Source: an optimization exercise on an open RTL-to-GDS flow (aim: a short achievable clock period and few clock cycles). Production flows keep margins and buffers that such runs may drop.
Function was checked by simulation only, so behaviour that the tests miss may differ from the original.
Power figures rest on the tool's default switching activity, not on a simulated workload.

Design mips, start of the top module:
module mips(
    input clk,
    input reset,
    input [31:0] i_inst_rdata,
    input [31:0] m_data_rdata,
    output [31:0] i_inst_addr,
    output [31:0] m_data_addr,
    output [31:0] m_data_wdata,
    output m_data_we,
    output [31:0] m_inst_addr,
    output w_grf_we,
    output [4:0] w_grf_addr,
    output [31:0] w_grf_wdata,
    output [31:0] w_inst_addr
);
reg [31:0] pc;
reg [31:0] d_ir;
reg        d_kill;      
reg        d_hazard;    
reg [31:0] d_pc;
reg [31:0] d_pcp4;
reg [31:0] d_pcp8;
reg [31:0] d_rsv;       
reg [31:0] d_rtv;
reg        d_rs_e, d_rs_m, d_rs_w, d_rs_x;    
reg        d_rt_e, d_rt_m, d_rt_w, d_rt_x;    
reg [31:0] e_a;
reg [31:0] e_b;         
reg [31:0] e_sd;
reg        e_sd_ld;     
reg        e_sd_alu;    
reg        e_sub;
reg [15:0] e_kill;      
reg        e_beq;       
reg        e_load;
reg        e_store;
reg        e_we;
reg [4:0]  e_dest;
reg [31:0] e_pc;
reg [31:0] e_target;
reg [31:0] m_res;
reg [31:0] m_sd;
reg        m_load;
reg        m_store;
reg        m_we;
reg [4:0]  m_dest;
reg [31:0] m_pc;
reg [31:0] w_value;
reg        w_we;
reg [4:0]  w_dest;
reg [31:0] w_pc;
reg [31:0] x_value;     
reg [31:0] grf_regs [1:31];
wire [31:0] m_value = m_load ? m_data_rdata : m_res;
wire [31:0] e_res;
wire [31:0] e_res_n;
wire e_eq;
ALU ALU(.a(e_a), .b(e_b), .cin(e_sub), .kill({16'd0, e_kill}), .s(e_res), .s_n(e_res_n), .eq(e_eq));
wire e_redirect = e_beq && e_eq;
wire [31:0] esd = e_sd_ld ? m_data_rdata : e_sd_alu ? m_res : e_sd;
wire [5:0] d_op = d_ir[31:26];
wire [5:0] d_fn = d_ir[5:0];
wire [4:0] d_rs = d_ir[25:21];
wire [4:0] d_rt = d_ir[20:16];
wire [4:0] d_rd = d_ir[15:11];
wire [15:0] d_imm = d_ir[15:0];
wire d_ok = !d_kill;
  ...
==> flow/config.mk <==
export PLATFORM = sky130hd
export DESIGN_NAME = mips
export DESIGN_NICKNAME = mips
export VERILOG_FILES = /design/flow/design.v
export SDC_FILE = /design/flow/constraint.sdc
export NUM_CORES = 4
export LEC_CHECK = 0
export ABC_CLOCK_PERIOD_IN_PS = 2800
export CAP_MARGIN = 20
export CORE_MARGIN = 2
export CORE_UTILIZATION = 40
export GPL_TIMING_DRIVEN = 1
export SETUP_SLACK_MARGIN = 4.6
export SLEW_MARGIN = 20
==> flow/constraint.sdc <==
create_clock -name core_clock -period 7.5 [get_ports {clk}]
set_input_delay 1.5000 -clock core_clock [delete_from_list [all_inputs] [get_ports {clk}]]
set_output_delay 1.5000 -clock core_clock [all_outputs]
set_load 0.01 [all_outputs]
run.sh (not shown) runs the stock make flow with config.mk's settings and CLKGATE_MAP_FILE= SYNTH_SCRIPT=/design/flow/synth_recipe.tcl, a recipe that flattens the netlist after the stock synthesis.
Testbench counts at the start, summed over its fixed seeds: cycles 57,432.
Change:
--- a/flow/design.v
+++ b/flow/design.v
@@ -1,23 +1,23 @@
 module ALU(
     input [31:0] a,
     input [31:0] b,
     input cin,
-    input [31:0] kill,
+    input or_mode,
     output [31:0] s,
     output [31:0] s_n,   
     output eq            
 );
 wire [31:0] ab = a & b;
-wire [31:0] g0 = ab & ~kill;
+wire [31:0] g0 = ab & {32{~or_mode}};
 wire [31:0] p0 = (a | b) & ~g0;
 wire [31:0] g1, p1, g2, p2, g3, p3, g4, p4, g5, p5;
 wire [31:0] gi = {g0[31:1], g0[0] | (p0[0] & cin)};
 genvar k;
 generate
 for (k = 0; k < 32; k = k + 1) begin : lvl
     if (k >= 1) begin : l1
         assign g1[k] = gi[k] | (p0[k] & gi[k-1]);
         assign p1[k] = p0[k] & p0[k-1];
     end else begin : l1z
         assign g1[k] = gi[k];
         assign p1[k] = p0[k];
@@ -44,26 +44,26 @@
         assign p4[k] = p3[k];
     end
     if (k >= 16) begin : l5
         assign g5[k] = g4[k] | (p4[k] & g4[k-16]);
         assign p5[k] = p4[k] & p4[k-16];
     end else begin : l5z
         assign g5[k] = g4[k];
         assign p5[k] = p4[k];
     end
 end
 endgenerate
 assign eq = ~|p0;
-assign s = p0 ^ {g5[30:0], cin};
-assign s_n = p0 ^ ~{g5[30:0], cin};
+assign s = p0 ^ {g5[30:0], cin & ~or_mode};
+assign s_n = p0 ^ ~{g5[30:0], cin & ~or_mode};
 endmodule
 module mips(
     input clk,
     input reset,
     input [31:0] i_inst_rdata,
     input [31:0] m_data_rdata,
     output [31:0] i_inst_addr,
     output [31:0] m_data_addr,
     output [31:0] m_data_wdata,
     output m_data_we,
     output [31:0] m_inst_addr,
     output w_grf_we,
@@ -79,50 +79,50 @@
 reg [31:0] d_pcp4;
 reg [31:0] d_pcp8;
 reg [31:0] d_rsv;       
 reg [31:0] d_rtv;
 reg        d_rs_e, d_rs_m, d_rs_w, d_rs_x;    
 reg        d_rt_e, d_rt_m, d_rt_w, d_rt_x;    
 reg [31:0] e_a;
 reg [31:0] e_b;         
 reg [31:0] e_sd;
 reg        e_sd_ld;     
 reg        e_sd_alu;    
 reg        e_sub;
-reg [15:0] e_kill;      
+reg        e_or;
 reg        e_beq;       
 reg        e_load;
 reg        e_store;
 reg        e_we;
 reg [4:0]  e_dest;
 reg [31:0] e_pc;
 reg [31:0] e_target;
 reg [31:0] m_res;
 reg [31:0] m_sd;
 reg        m_load;
 reg        m_store;
 reg        m_we;
 reg [4:0]  m_dest;
 reg [31:0] m_pc;
 reg [31:0] w_value;
 reg        w_we;
 reg [4:0]  w_dest;
 reg [31:0] w_pc;
 reg [31:0] x_value;     
 reg [31:0] grf_regs [1:31];
 wire [31:0] m_value = m_load ? m_data_rdata : m_res;
 wire [31:0] e_res;
 wire [31:0] e_res_n;
 wire e_eq;
-ALU ALU(.a(e_a), .b(e_b), .cin(e_sub), .kill({16'd0, e_kill}), .s(e_res), .s_n(e_res_n), .eq(e_eq));
+ALU ALU(.a(e_a), .b(e_b), .cin(e_sub), .or_mode(e_or), .s(e_res), .s_n(e_res_n), .eq(e_eq));
 wire e_redirect = e_beq && e_eq;
 wire [31:0] esd = e_sd_ld ? m_data_rdata : e_sd_alu ? m_res : e_sd;
 wire [5:0] d_op = d_ir[31:26];
 wire [5:0] d_fn = d_ir[5:0];
 wire [4:0] d_rs = d_ir[25:21];
 wire [4:0] d_rt = d_ir[20:16];
 wire [4:0] d_rd = d_ir[15:11];
 wire [15:0] d_imm = d_ir[15:0];
 wire d_ok = !d_kill;
 wire d_rtype = d_ok && (d_op == 6'h00);
 wire d_add = d_rtype && (d_fn == 6'h20);
 wire d_sub = d_rtype && (d_fn == 6'h22);
@@ -225,35 +225,35 @@
             d_rt_e <= 1'b0;
             d_rt_m <= d_rt_e;
             d_rt_w <= d_rt_m;
             d_rt_x <= d_rt_w;
         end
     end
 end
 always @(posedge clk) begin
     if (reset || stall) begin
         e_sd_ld <= 1'b0;
         e_sd_alu <= 1'b0;
         e_sub <= 1'b0;
-        e_kill <= 16'd0;
+        e_or <= 1'b0;
         e_beq <= 1'b0;
         e_load <= 1'b0;
         e_store <= 1'b0;
         e_we <= 1'b0;
         e_dest <= 5'd0;
     end else begin
         e_sd_ld <= sd_from_e && e_load;
         e_sd_alu <= sd_from_e && !e_load;
         e_sub <= d_sub;
-        e_kill <= d_ori ? d_imm : 16'd0;
+        e_or <= d_ori | d_lui;
         e_beq <= d_beq_cond;
         e_load <= d_lw;
         e_store <= d_sw;
         e_we <= d_we;
         e_dest <= d_dest;
     end
     e_a <= a_from_e ? e_res : a_early;
     e_b <= b_from_e ? e_res_b : b_early;
     e_sd <= rt_val;
     e_pc <= d_pc;
     e_target <= d_btarget;
 end
Outcome: Fmax goes up by 9.0%. Final cell count came out higher by 3.0%. Hold slack hardly moves. Synthesized cell count goes up by 4.2%. Setup slack improved by 0.28 ns. Core utilization goes up by 0.43 points. Die area rose by 1.1%. Non-clock buffer count grows by 19. Clock-buffer cell count is lower by 3. Final area grows by 2.0%. Routed wire length grows by 10%. Power increases by 0.89%. Synthesized area grows by 1.1%. Combinational power increases by 4.5%.
Testbench counts after the change, summed over its fixed seeds: cycles 57,432.

==> what the ideal ports hide <==
No port has a modelled driver above. Below, the same layouts with a new extraction and two added sets of constraints. Step 1, drivers: a clkbuf_16 drives clk and a buf_2 each remaining input, both assumed. Step 2, shift: input delay + t, output delay - t, t = (earliest + latest rising clock arrival at the registers) / 2. This alone moves slack from input paths to output paths. Slacks: no drivers / after step 1 / after step 2; pairs: no drivers / after step 1.
run | t (ns) | slack for setup (ns) | worst setup path at the end | worst slew at a driven data input, ns
the first run | 0.911 | 4.085 / 4.085 / 3.319 | input to register | 0.36
the second run | 0.940 | 4.366 / 4.320 / 3.381 | input to register | 0.42
After both steps setup and hold are still met in every run listed. For the second run, which loses most, drivers alone change the setup slack by -0.046 ns; drivers and shift together by -0.985 ns.
